Background: an optimization exercise with open tools, aiming at small area, a short achievable clock period and few clock cycles. Do not read the settings as production practice. In this exercise RTL edits were held to simulation tests only and were not proved equivalent to the original.

==> inputs of v28 <==
==> flow/design.v <==
module fadd (
  input               CLK   ,
  input               RSTn  ,
  input               DVI   ,
  input        [15:0] A     ,
  input        [15:0] B     ,
  output logic        DVO   ,
  output logic [ 5:0] S_TYPE,  
  output logic [15:0] S
);
  localparam logic [4:0] CUTS = 5'b11111;
  logic        s0_swap;       
  always_comb
    s0_swap = B[14:0] > A[14:0];
  logic        c1_swap;
  logic [15:0] c1_a, c1_b;
  if (CUTS[0]) begin : g_c1
    always_ff @(posedge CLK) begin
      c1_swap <= s0_swap; c1_a <= A; c1_b <= B;
    end
  end else begin : g_n1
    always_comb begin
      c1_swap = s0_swap; c1_a = A; c1_b = B;
    end
  end
  logic        ea_max, eb_max, a_nan, b_nan, a_inf, b_inf;
  logic [ 1:0] s1_spec;       
  logic        s1_sign, s1_esub;
  logic [ 4:0] eff_a, eff_b, d_ab, d_ba, d_l, s1_eff;
  logic [ 3:0] sh;            
  logic [10:0] sig_a, sig_b, s1_sigl, sigs;
  logic [11:0] s1_ys;
  logic        s1_sticky;
  always_comb begin
    ea_max = &c1_a[14:10];
    eb_max = &c1_b[14:10];
    a_nan  = ea_max & (|c1_a[9:0]);
    b_nan  = eb_max & (|c1_b[9:0]);
    a_inf  = ea_max & ~(|c1_a[9:0]);
    b_inf  = eb_max & ~(|c1_b[9:0]);
    if ((a_nan & ~c1_a[9]) | (b_nan & ~c1_b[9]))
      s1_spec = 2'b01;
    else if (a_nan | b_nan | (a_inf & b_inf & (c1_a[15] ^ c1_b[15])))
      s1_spec = 2'b10;
    else if (a_inf | b_inf)
      s1_spec = 2'b11;
    else
      s1_spec = 2'b00;
    if (s1_spec != 2'b00)
      s1_sign = ea_max ? c1_a[15] : c1_b[15];
    else
      s1_sign = c1_swap ? c1_b[15] : c1_a[15];
    s1_esub = c1_a[15] ^ c1_b[15];
    eff_a = {c1_a[14:11], c1_a[10] | ~(|c1_a[14:10])};
    eff_b = {c1_b[14:11], c1_b[10] | ~(|c1_b[14:10])};
    d_ab  = eff_a - eff_b;
    d_ba  = eff_b - eff_a;
    sig_a = {|c1_a[14:10], c1_a[9:0]};
    sig_b = {|c1_b[14:10], c1_b[9:0]};
    d_l     = c1_swap ? d_ba  : d_ab;
    sh      = d_l[3:0] | {4{d_l[4]}};
    s1_eff  = c1_swap ? eff_b : eff_a;
    s1_sigl = c1_swap ? sig_b : sig_a;
    sigs    = c1_swap ? sig_a : sig_b;
    s1_ys     = {sigs, 1'b0} >> sh;
    s1_sticky = 1'b0;
    for (int i = 0; i < 11; i++)
      if (4'(i + 1) < sh)
        s1_sticky = s1_sticky | sigs[i];
  end
  logic [ 1:0] c2_spec;
  logic        c2_sign, c2_esub, c2_sticky;
  logic [ 4:0] c2_eff;
  logic [10:0] c2_sigl;
  logic [11:0] c2_ys;
  if (CUTS[1]) begin : g_c2
    always_ff @(posedge CLK) begin
      c2_spec <= s1_spec; c2_sign <= s1_sign; c2_esub <= s1_esub;
      c2_eff  <= s1_eff;  c2_sigl <= s1_sigl;
      c2_ys   <= s1_ys;   c2_sticky <= s1_sticky;
    end
  end else begin : g_n2
    always_comb begin
      c2_spec = s1_spec; c2_sign = s1_sign; c2_esub = s1_esub;
      c2_eff  = s1_eff;  c2_sigl = s1_sigl;
      c2_ys   = s1_ys;   c2_sticky = s1_sticky;
    end
  end
  logic [14:0] s2_sum;
  logic [13:0] s2_x;
  logic [ 4:0] s2_effp1;
  always_comb begin
    s2_sum   = {1'b0, c2_sigl, 2'b00, 1'b1} + {c2_esub, {c2_ys, c2_sticky} ^ {13{c2_esub}}, c2_esub};
    s2_x     = s2_sum[14:1];
    s2_effp1 = c2_eff + 5'd1;
  end
  logic [ 1:0] c3_spec;
  logic        c3_sign;
  logic [ 4:0] c3_effp1;      
  logic [13:0] c3_x;
  if (CUTS[2]) begin : g_c3
    always_ff @(posedge CLK) begin
      c3_spec <= c2_spec; c3_sign <= c2_sign; c3_effp1 <= s2_effp1; c3_x <= s2_x;
    end
  end else begin : g_n3
    always_comb begin
      c3_spec = c2_spec; c3_sign = c2_sign; c3_effp1 = s2_effp1; c3_x = s2_x;
    end
  end
  logic [12:0] wm, lim;
  logic [ 3:0] s3_k;
  logic        s3_sub, s3_ovf, s3_zero;
  always_comb begin
    lim = '0;
    for (int i = 0; i < 13; i++)
      if (c3_effp1 >= 5'(13 - i))
        lim[i] = 1'b1;
    s3_sub = ~(|(c3_x[13:1] & lim));
    wm = c3_x[13:1];
    for (int i = 0; i < 13; i++)
      if (c3_effp1 == 5'(13 - i))
        wm[i] = 1'b1;
    s3_k = 4'd13;
    for (int i = 0; i < 13; i++)
      if (wm[i])
        s3_k = 4'(12 - i);
    s3_ovf = (c3_x[13] & (c3_effp1 == 5'd31)) |
             (c3_x[13] & (c3_effp1 == 5'd30) & (&c3_x[12:3]) & (|c3_x[2:0])) |
             (~c3_x[13] & c3_x[12] & (c3_effp1 == 5'd31) & (&c3_x[11:2]) & (|c3_x[1:0]));
    s3_zero = ~(|c3_x[13:1]);
  end
  logic [ 1:0] c4_spec;
  logic        c4_sign, c4_sub, c4_ovf, c4_zero;
  logic [ 4:0] c4_effp1;
  logic [12:0] c4_w;
  logic [ 3:0] c4_k;
  if (CUTS[3]) begin : g_c4
    always_ff @(posedge CLK) begin
      c4_spec <= c3_spec; c4_sign <= c3_sign; c4_effp1 <= c3_effp1; c4_w <= c3_x[13:1];
      c4_k <= s3_k; c4_sub <= s3_sub; c4_ovf <= s3_ovf; c4_zero <= s3_zero;
    end
  end else begin : g_n4
    always_comb begin
      c4_spec = c3_spec; c4_sign = c3_sign; c4_effp1 = c3_effp1; c4_w = c3_x[13:1];
      c4_k = s3_k; c4_sub = s3_sub; c4_ovf = s3_ovf; c4_zero = s3_zero;
    end
  end
  logic [12:0] n;
  logic [ 4:0] e_n;
  logic [15:0] s4_s;
  logic [ 5:0] s4_t;
  always_comb begin
    n   = c4_w << c4_k;
    e_n = c4_sub ? 5'd0 : c4_effp1 - {1'b0, c4_k};
    s4_s[15] = c4_sign;
    case (c4_spec)
      2'b01: begin s4_s[14:0] = 15'h7FFF; s4_t = 6'b000001; end
      2'b10: begin s4_s[14:0] = 15'h7FFF; s4_t = 6'b000010; end
      2'b11: begin s4_s[14:0] = 15'h7C00; s4_t = 6'b000100; end
      default:
        if (c4_ovf) begin
          s4_s[14:0] = 15'h7C00; s4_t = 6'b000100;
        end else begin
          s4_s[14:0] = {e_n, n[11:2]};
          if (!c4_sub)
            s4_t = 6'b100000;
          else if (!c4_zero)
            s4_t = 6'b010000;
          else
            s4_t = 6'b001000;
        end
    endcase
  end
  if (CUTS[4]) begin : g_c5
    always_ff @(posedge CLK) begin
      S <= s4_s; S_TYPE <= s4_t;
    end
  end else begin : g_n5
    always_comb begin
      S = s4_s; S_TYPE = s4_t;
    end
  end
  localparam int LAT = int'(CUTS[0]) + int'(CUTS[1]) + int'(CUTS[2]) + int'(CUTS[3]) + int'(CUTS[4]);
  logic [LAT:0] dv;
  always_comb dv[0] = DVI;
  always_ff @(negedge RSTn, posedge CLK)
    if (!RSTn)
      dv[LAT:1] <= '0;
    else
      dv[LAT:1] <= dv[LAT-1:0];
  always_comb DVO = dv[LAT];
endmodule
==> flow/flow/run.sh <==
#!/bin/bash
# The standard layout, except: no full/half-adder cell extraction before ABC
# (ADDER_MAP_FILE empty), smaller, faster buffers (buf_2) on the ports, and
# a clock tree of clkbuf_8 without dummy loads.
set -o pipefail
bash standard.sh ADDER_MAP_FILE= \
  "BUFFER_PORTS_ARGS=-buffer_cell sky130_fd_sc_hd__buf_2" \
  "CTS_ARGS=-sink_clustering_enable -repair_clock_nets -buf_list sky130_fd_sc_hd__clkbuf_8 -dont_use_dummy_load" \
  finish > orfs_flow.log 2>&1
==> flow/standard.sh <==
#!/bin/bash
# synth_recipe.tcl (not shown) runs the flow's synth.tcl, then flattens the netlist and writes it again
# the make line also repeats each setting of config.mk as NAME=value (left out here)
make -C /OpenROAD-flow-scripts/flow DESIGN_CONFIG=/design/flow/config.mk WORK_HOME=/design/flow/orfs CLKGATE_MAP_FILE= SYNTH_SCRIPT=/design/flow/synth_recipe.tcl "${@:-finish}"
==> flow/config.mk <==
export PLATFORM = sky130hd
export DESIGN_NAME = fadd
export DESIGN_NICKNAME = fadd
export VERILOG_FILES = /design/flow/design.v
export SDC_FILE = /design/flow/constraint.sdc
export NUM_CORES = 8
export LEC_CHECK = 0
export ABC_AREA = 1
export CAP_MARGIN = 20
export CORE_MARGIN = 2
export CORE_UTILIZATION = 60
export CTS_BUF_LIST = sky130_fd_sc_hd__clkbuf_8
export GPL_TIMING_DRIVEN = 0
export SETUP_SLACK_MARGIN = 4.2
export SLEW_MARGIN = 20
==> flow/constraint.sdc <==
create_clock -name core_clock -period 6.5 [get_ports {CLK}]
set_input_delay 1.3000 -clock core_clock [delete_from_list [all_inputs] [get_ports {CLK}]]
set_output_delay 1.3000 -clock core_clock [all_outputs]
set_load 0.01 [all_outputs]
==> v9: changes against v28 <==
==> flow/design.v, changed modules only <==
module fadd (
  input               CLK   ,
  input               RSTn  ,
  input               DVI   ,
  input        [15:0] A     ,
  input        [15:0] B     ,
  output logic        DVO   ,
  output logic [ 5:0] S_TYPE,  
  output logic [15:0] S
);
  localparam logic [4:0] CUTS = 5'b11111;
  logic        ea_max, eb_max, a_nan, b_nan, a_inf, b_inf, swap;
  logic [ 1:0] s0_spec;       
  logic        s0_sign, s0_esub;
  logic [ 4:0] eff_a, eff_b, d_ab, d_ba, s0_sh, s0_eff;
  logic [10:0] sig_a, sig_b, s0_sigl, s0_sigs;
  always_comb begin
    ea_max = &A[14:10];
    eb_max = &B[14:10];
    a_nan  = ea_max & (|A[9:0]);
    b_nan  = eb_max & (|B[9:0]);
    a_inf  = ea_max & ~(|A[9:0]);
    b_inf  = eb_max & ~(|B[9:0]);
    if ((a_nan & ~A[9]) | (b_nan & ~B[9]))
      s0_spec = 2'b01;
    else if (a_nan | b_nan | (a_inf & b_inf & (A[15] ^ B[15])))
      s0_spec = 2'b10;
    else if (a_inf | b_inf)
      s0_spec = 2'b11;
    else
      s0_spec = 2'b00;
    swap  = B[14:0] > A[14:0];
    eff_a = {A[14:11], A[10] | ~(|A[14:10])};
    eff_b = {B[14:11], B[10] | ~(|B[14:10])};
    d_ab  = eff_a - eff_b;
    d_ba  = eff_b - eff_a;
    sig_a = {|A[14:10], A[9:0]};
    sig_b = {|B[14:10], B[9:0]};
    s0_sh   = swap ? d_ba  : d_ab;
    s0_eff  = swap ? eff_b : eff_a;
    s0_sigl = swap ? sig_b : sig_a;
    s0_sigs = swap ? sig_a : sig_b;
    if (s0_spec != 2'b00)
      s0_sign = ea_max ? A[15] : B[15];
    else
      s0_sign = swap ? B[15] : A[15];
    s0_esub = A[15] ^ B[15];
  end
  logic [ 1:0] c1_spec;
  logic        c1_sign, c1_esub;
  logic [ 4:0] c1_sh, c1_eff;
  logic [10:0] c1_sigl, c1_sigs;
  if (CUTS[0]) begin : g_c1
    always_ff @(posedge CLK) begin
      c1_spec <= s0_spec; c1_sign <= s0_sign; c1_esub <= s0_esub;
      c1_sh   <= s0_sh;   c1_eff  <= s0_eff;
      c1_sigl <= s0_sigl; c1_sigs <= s0_sigs;
    end
  end else begin : g_n1
    always_comb begin
      c1_spec = s0_spec; c1_sign = s0_sign; c1_esub = s0_esub;
      c1_sh   = s0_sh;   c1_eff  = s0_eff;
      c1_sigl = s0_sigl; c1_sigs = s0_sigs;
    end
  end
  logic [11:0] s1_ys;
  logic        s1_sticky;
  always_comb begin
    s1_ys     = {c1_sigs, 1'b0} >> c1_sh;
    s1_sticky = 1'b0;
    for (int i = 0; i < 11; i++)
      if (5'(i + 1) < c1_sh)
        s1_sticky = s1_sticky | c1_sigs[i];
  end
  logic [ 1:0] c2_spec;
  logic        c2_sign, c2_esub, c2_sticky;
  logic [ 4:0] c2_eff;
  logic [10:0] c2_sigl;
  logic [11:0] c2_ys;
  if (CUTS[1]) begin : g_c2
    always_ff @(posedge CLK) begin
      c2_spec <= c1_spec; c2_sign <= c1_sign; c2_esub <= c1_esub;
      c2_eff  <= c1_eff;  c2_sigl <= c1_sigl;
      c2_ys   <= s1_ys;   c2_sticky <= s1_sticky;
    end
  end else begin : g_n2
    always_comb begin
      c2_spec = c1_spec; c2_sign = c1_sign; c2_esub = c1_esub;
      c2_eff  = c1_eff;  c2_sigl = c1_sigl;
      c2_ys   = s1_ys;   c2_sticky = s1_sticky;
    end
  end
  logic [13:0] s2_x;
  always_comb
    s2_x = {1'b0, c2_sigl, 2'b00} + ({1'b0, c2_ys, c2_sticky} ^ {14{c2_esub}}) + 14'(c2_esub);
  logic [ 1:0] c3_spec;
  logic        c3_sign;
  logic [ 4:0] c3_eff;
  logic [13:0] c3_x;
  if (CUTS[2]) begin : g_c3
    always_ff @(posedge CLK) begin
      c3_spec <= c2_spec; c3_sign <= c2_sign; c3_eff <= c2_eff; c3_x <= s2_x;
    end
  end else begin : g_n3
    always_comb begin
      c3_spec = c2_spec; c3_sign = c2_sign; c3_eff = c2_eff; c3_x = s2_x;
    end
  end
  logic [12:0] wm, lim;
  logic [ 3:0] s3_k;
  logic        s3_sub, s3_ovf;
  always_comb begin
    lim = '0;
    for (int i = 0; i < 13; i++)
      if (c3_eff >= 5'(12 - i))
        lim[i] = 1'b1;
    s3_sub = ~(|(c3_x[13:1] & lim));
    wm = c3_x[13:1];
    for (int i = 0; i < 13; i++)
      if (c3_eff == 5'(12 - i))
        wm[i] = 1'b1;
    s3_k = 4'd13;
    for (int i = 0; i < 13; i++)
      if (wm[i])
        s3_k = 4'(12 - i);
    s3_ovf = (c3_x[13] & (c3_eff == 5'd30)) |
             (c3_x[13] & (c3_eff == 5'd29) & (&c3_x[12:3]) & (|c3_x[2:0])) |
             (~c3_x[13] & c3_x[12] & (c3_eff == 5'd30) & (&c3_x[11:2]) & (|c3_x[1:0]));
  end
  logic [ 1:0] c4_spec;
  logic        c4_sign, c4_sub, c4_ovf;
  logic [ 4:0] c4_eff;
  logic [12:0] c4_w;
  logic [ 3:0] c4_k;
  if (CUTS[3]) begin : g_c4
    always_ff @(posedge CLK) begin
      c4_spec <= c3_spec; c4_sign <= c3_sign; c4_eff <= c3_eff; c4_w <= c3_x[13:1];
      c4_k <= s3_k; c4_sub <= s3_sub; c4_ovf <= s3_ovf;
    end
  end else begin : g_n4
    always_comb begin
      c4_spec = c3_spec; c4_sign = c3_sign; c4_eff = c3_eff; c4_w = c3_x[13:1];
      c4_k = s3_k; c4_sub = s3_sub; c4_ovf = s3_ovf;
    end
  end
  logic [12:0] n;
  logic [ 4:0] e_n;
  logic [15:0] s4_s;
  logic [ 5:0] s4_t;
  always_comb begin
    n   = c4_w << c4_k;
    e_n = c4_sub ? 5'd0 : c4_eff + 5'd1 - {1'b0, c4_k};
    s4_s[15] = c4_sign;
    case (c4_spec)
      2'b01: begin s4_s[14:0] = 15'h7FFF; s4_t = 6'b000001; end
      2'b10: begin s4_s[14:0] = 15'h7FFF; s4_t = 6'b000010; end
      2'b11: begin s4_s[14:0] = 15'h7C00; s4_t = 6'b000100; end
      default:
        if (c4_ovf) begin
          s4_s[14:0] = 15'h7C00; s4_t = 6'b000100;
        end else begin
          s4_s[14:0] = {e_n, n[11:2]};
          if (!c4_sub)
            s4_t = 6'b100000;
          else if (|n[11:2])
            s4_t = 6'b010000;
          else
            s4_t = 6'b001000;
        end
    endcase
  end
  if (CUTS[4]) begin : g_c5
    always_ff @(posedge CLK) begin
      S <= s4_s; S_TYPE <= s4_t;
    end
  end else begin : g_n5
    always_comb begin
      S = s4_s; S_TYPE = s4_t;
    end
  end
  localparam int LAT = int'(CUTS[0]) + int'(CUTS[1]) + int'(CUTS[2]) + int'(CUTS[3]) + int'(CUTS[4]);
  logic [LAT:0] dv;
  always_comb dv[0] = DVI;
  always_ff @(negedge RSTn, posedge CLK)
    if (!RSTn)
      dv[LAT:1] <= '0;
    else
      dv[LAT:1] <= dv[LAT-1:0];
  always_comb DVO = dv[LAT];
endmodule
Settings changed: SETUP_SLACK_MARGIN 4.2 to not set.
==> v13: changes against v28 <==
==> flow/design.v, changed modules only <==
module fadd (
  input               CLK   ,
  input               RSTn  ,
  input               DVI   ,
  input        [15:0] A     ,
  input        [15:0] B     ,
  output logic        DVO   ,
  output logic [ 5:0] S_TYPE,  
  output logic [15:0] S
);
  localparam logic [4:0] CUTS = 5'b11111;
  logic        ea_max, eb_max, a_nan, b_nan, a_inf, b_inf;
  logic [ 1:0] s0_spec;       
  logic        s0_swap;       
  logic        s0_sign, s0_esub;
  always_comb begin
    ea_max = &A[14:10];
    eb_max = &B[14:10];
    a_nan  = ea_max & (|A[9:0]);
    b_nan  = eb_max & (|B[9:0]);
    a_inf  = ea_max & ~(|A[9:0]);
    b_inf  = eb_max & ~(|B[9:0]);
    if ((a_nan & ~A[9]) | (b_nan & ~B[9]))
      s0_spec = 2'b01;
    else if (a_nan | b_nan | (a_inf & b_inf & (A[15] ^ B[15])))
      s0_spec = 2'b10;
    else if (a_inf | b_inf)
      s0_spec = 2'b11;
    else
      s0_spec = 2'b00;
    s0_swap = B[14:0] > A[14:0];
    if (s0_spec != 2'b00)
      s0_sign = ea_max ? A[15] : B[15];
    else
      s0_sign = s0_swap ? B[15] : A[15];
    s0_esub = A[15] ^ B[15];
  end
  logic [ 1:0] c1_spec;
  logic        c1_sign, c1_esub, c1_swap;
  logic [14:0] c1_a, c1_b;
  if (CUTS[0]) begin : g_c1
    always_ff @(posedge CLK) begin
      c1_spec <= s0_spec; c1_sign <= s0_sign; c1_esub <= s0_esub;
      c1_swap <= s0_swap; c1_a <= A[14:0]; c1_b <= B[14:0];
    end
  end else begin : g_n1
    always_comb begin
      c1_spec = s0_spec; c1_sign = s0_sign; c1_esub = s0_esub;
      c1_swap = s0_swap; c1_a = A[14:0]; c1_b = B[14:0];
    end
  end
  logic [ 4:0] eff_a, eff_b, d_ab, d_ba, d_l, s1_eff;
  logic [ 3:0] sh;            
  logic [10:0] sig_a, sig_b, s1_sigl, sigs;
  logic [11:0] s1_ys;
  logic        s1_sticky;
  always_comb begin
    eff_a = {c1_a[14:11], c1_a[10] | ~(|c1_a[14:10])};
    eff_b = {c1_b[14:11], c1_b[10] | ~(|c1_b[14:10])};
    d_ab  = eff_a - eff_b;
    d_ba  = eff_b - eff_a;
    sig_a = {|c1_a[14:10], c1_a[9:0]};
    sig_b = {|c1_b[14:10], c1_b[9:0]};
    d_l     = c1_swap ? d_ba  : d_ab;
    sh      = d_l[3:0] | {4{d_l[4]}};
    s1_eff  = c1_swap ? eff_b : eff_a;
    s1_sigl = c1_swap ? sig_b : sig_a;
    sigs    = c1_swap ? sig_a : sig_b;
    s1_ys     = {sigs, 1'b0} >> sh;
    s1_sticky = 1'b0;
    for (int i = 0; i < 11; i++)
      if (4'(i + 1) < sh)
        s1_sticky = s1_sticky | sigs[i];
  end
  logic [ 1:0] c2_spec;
  logic        c2_sign, c2_esub, c2_sticky;
  logic [ 4:0] c2_eff;
  logic [10:0] c2_sigl;
  logic [11:0] c2_ys;
  if (CUTS[1]) begin : g_c2
    always_ff @(posedge CLK) begin
      c2_spec <= c1_spec; c2_sign <= c1_sign; c2_esub <= c1_esub;
      c2_eff  <= s1_eff;  c2_sigl <= s1_sigl;
      c2_ys   <= s1_ys;   c2_sticky <= s1_sticky;
    end
  end else begin : g_n2
    always_comb begin
      c2_spec = c1_spec; c2_sign = c1_sign; c2_esub = c1_esub;
      c2_eff  = s1_eff;  c2_sigl = s1_sigl;
      c2_ys   = s1_ys;   c2_sticky = s1_sticky;
    end
  end
  logic [14:0] s2_sum;
  logic [13:0] s2_x;
  logic [ 4:0] s2_effp1;
  always_comb begin
    s2_sum   = {1'b0, c2_sigl, 2'b00, 1'b1} + {c2_esub, {c2_ys, c2_sticky} ^ {13{c2_esub}}, c2_esub};
    s2_x     = s2_sum[14:1];
    s2_effp1 = c2_eff + 5'd1;
  end
  logic [ 1:0] c3_spec;
  logic        c3_sign;
  logic [ 4:0] c3_effp1;      
  logic [13:0] c3_x;
  if (CUTS[2]) begin : g_c3
    always_ff @(posedge CLK) begin
      c3_spec <= c2_spec; c3_sign <= c2_sign; c3_effp1 <= s2_effp1; c3_x <= s2_x;
    end
  end else begin : g_n3
    always_comb begin
      c3_spec = c2_spec; c3_sign = c2_sign; c3_effp1 = s2_effp1; c3_x = s2_x;
    end
  end
  logic [12:0] wm, lim;
  logic [ 3:0] s3_k;
  logic        s3_sub, s3_ovf, s3_zero;
  always_comb begin
    lim = '0;
    for (int i = 0; i < 13; i++)
      if (c3_effp1 >= 5'(13 - i))
        lim[i] = 1'b1;
    s3_sub = ~(|(c3_x[13:1] & lim));
    wm = c3_x[13:1];
    for (int i = 0; i < 13; i++)
      if (c3_effp1 == 5'(13 - i))
        wm[i] = 1'b1;
    s3_k = 4'd13;
    for (int i = 0; i < 13; i++)
      if (wm[i])
        s3_k = 4'(12 - i);
    s3_ovf = (c3_x[13] & (c3_effp1 == 5'd31)) |
             (c3_x[13] & (c3_effp1 == 5'd30) & (&c3_x[12:3]) & (|c3_x[2:0])) |
             (~c3_x[13] & c3_x[12] & (c3_effp1 == 5'd31) & (&c3_x[11:2]) & (|c3_x[1:0]));
    s3_zero = ~(|c3_x[13:1]);
  end
  logic [ 1:0] c4_spec;
  logic        c4_sign, c4_sub, c4_ovf, c4_zero;
  logic [ 4:0] c4_effp1;
  logic [12:0] c4_w;
  logic [ 3:0] c4_k;
  if (CUTS[3]) begin : g_c4
    always_ff @(posedge CLK) begin
      c4_spec <= c3_spec; c4_sign <= c3_sign; c4_effp1 <= c3_effp1; c4_w <= c3_x[13:1];
      c4_k <= s3_k; c4_sub <= s3_sub; c4_ovf <= s3_ovf; c4_zero <= s3_zero;
    end
  end else begin : g_n4
    always_comb begin
      c4_spec = c3_spec; c4_sign = c3_sign; c4_effp1 = c3_effp1; c4_w = c3_x[13:1];
      c4_k = s3_k; c4_sub = s3_sub; c4_ovf = s3_ovf; c4_zero = s3_zero;
    end
  end
  logic [12:0] n;
  logic [ 4:0] e_n;
  logic [15:0] s4_s;
  logic [ 5:0] s4_t;
  always_comb begin
    n   = c4_w << c4_k;
    e_n = c4_sub ? 5'd0 : c4_effp1 - {1'b0, c4_k};
    s4_s[15] = c4_sign;
    case (c4_spec)
      2'b01: begin s4_s[14:0] = 15'h7FFF; s4_t = 6'b000001; end
      2'b10: begin s4_s[14:0] = 15'h7FFF; s4_t = 6'b000010; end
      2'b11: begin s4_s[14:0] = 15'h7C00; s4_t = 6'b000100; end
      default:
        if (c4_ovf) begin
          s4_s[14:0] = 15'h7C00; s4_t = 6'b000100;
        end else begin
          s4_s[14:0] = {e_n, n[11:2]};
          if (!c4_sub)
            s4_t = 6'b100000;
          else if (!c4_zero)
            s4_t = 6'b010000;
          else
            s4_t = 6'b001000;
        end
    endcase
  end
  if (CUTS[4]) begin : g_c5
    always_ff @(posedge CLK) begin
      S <= s4_s; S_TYPE <= s4_t;
    end
  end else begin : g_n5
    always_comb begin
      S = s4_s; S_TYPE = s4_t;
    end
  end
  localparam int LAT = int'(CUTS[0]) + int'(CUTS[1]) + int'(CUTS[2]) + int'(CUTS[3]) + int'(CUTS[4]);
  logic [LAT:0] dv;
  always_comb dv[0] = DVI;
  always_ff @(negedge RSTn, posedge CLK)
    if (!RSTn)
      dv[LAT:1] <= '0;
    else
      dv[LAT:1] <= dv[LAT-1:0];
  always_comb DVO = dv[LAT];
endmodule
==> results.txt <==
## Run status
* finished clean — outcome

## Global routing
* 6.22% — met3 routing resource usage after global routing

## Synth
* 6650 µm² — cell area after synthesis
* 43.1% — fraction of the yosys area taken by sequential cells
* 11.7% — post-synthesis compound-gate area fraction

## Setup path
* c1_b[13] — worst reg2reg startpoint
* 19 — critical path depth

## Die
* 61.3% — starting density of the core

## Cells and area
* 6.79% — data-path buffer share of cell area in the final layout

Source of the figures above: v28

==> results.txt <==
## Run status
* finished clean — outcome

## Setup path
* c2_esub — worst reg2reg startpoint
* 14 — critical path depth
* c3_x[13] — Critical R2R Capture

## Synth
* 14.3% — post-synthesis compound-gate area fraction
* 43.4% — fraction of the yosys area taken by sequential cells
* 6710 µm² — cell area after synthesis

## Die
* 61.6% — starting density of the core

## Timing
* 0.388 GHz — Max Freq

## Cells and area
* 5.97% — data-path buffer share of cell area in the final layout

## Global routing
* 5.51% — met3 routing resource usage after global routing

Source of the figures above: v9

==> results.txt <==
## Run status
* finished clean — outcome

## Cells and area
* 5.66% — data-path buffer share of cell area in the final layout

## Setup path
* c1_b[12] — worst reg2reg startpoint

## Synth
* 13.3% — post-synthesis compound-gate area fraction
* 43.2% — fraction of the yosys area taken by sequential cells

## Die
* 58 — IO Count
* 61.8% — starting density of the core

Source of the figures above: v13

Testbench counts of v28, summed over its fixed seeds: cycles 4,136.
Testbench counts of v9, summed over its fixed seeds: cycles 4,136.
Testbench counts of v13, summed over its fixed seeds: cycles 4,136.

## what the ideal ports hide
How much do the figures lean on ideal ports? The routed layouts below were timed once more, with nothing changed but the port constraints.
Step 1: set_driving_cell puts a clkbuf_16 on CLK and a buf_2 on each other input, an assumption about the parent block.
Step 2, shift: input delay + t, output delay - t, t = (earliest + latest rising clock arrival at the registers) / 2. This alone moves slack from input paths to output paths.
Slacks: ideal / step 1 / step 2; pairs: ideal / step 1.
run | t, ns | setup WS [ns] | hold WS [ns] | slew at the worst register clock pin (ns) | pins driven straight from the clock port
v28 | 0.479 | 4.272 / 4.233 / 3.947 | 0.319 / 0.319 / 0.319 | 0.08 / 0.08 | 1
v9 | 0.468 | 3.926 / 3.936 / 3.469 | 0.304 / 0.304 / 0.304 | 0.08 / 0.08 | 1
v13 | 0.477 | 4.190 / 4.204 / 3.728 | 0.330 / 0.330 / 0.330 | 0.08 / 0.08 | 1
After both steps every run listed still meets setup and hold. For v13, which loses most, drivers alone change the setup slack by +0.014 ns; drivers and shift together by -0.462 ns.
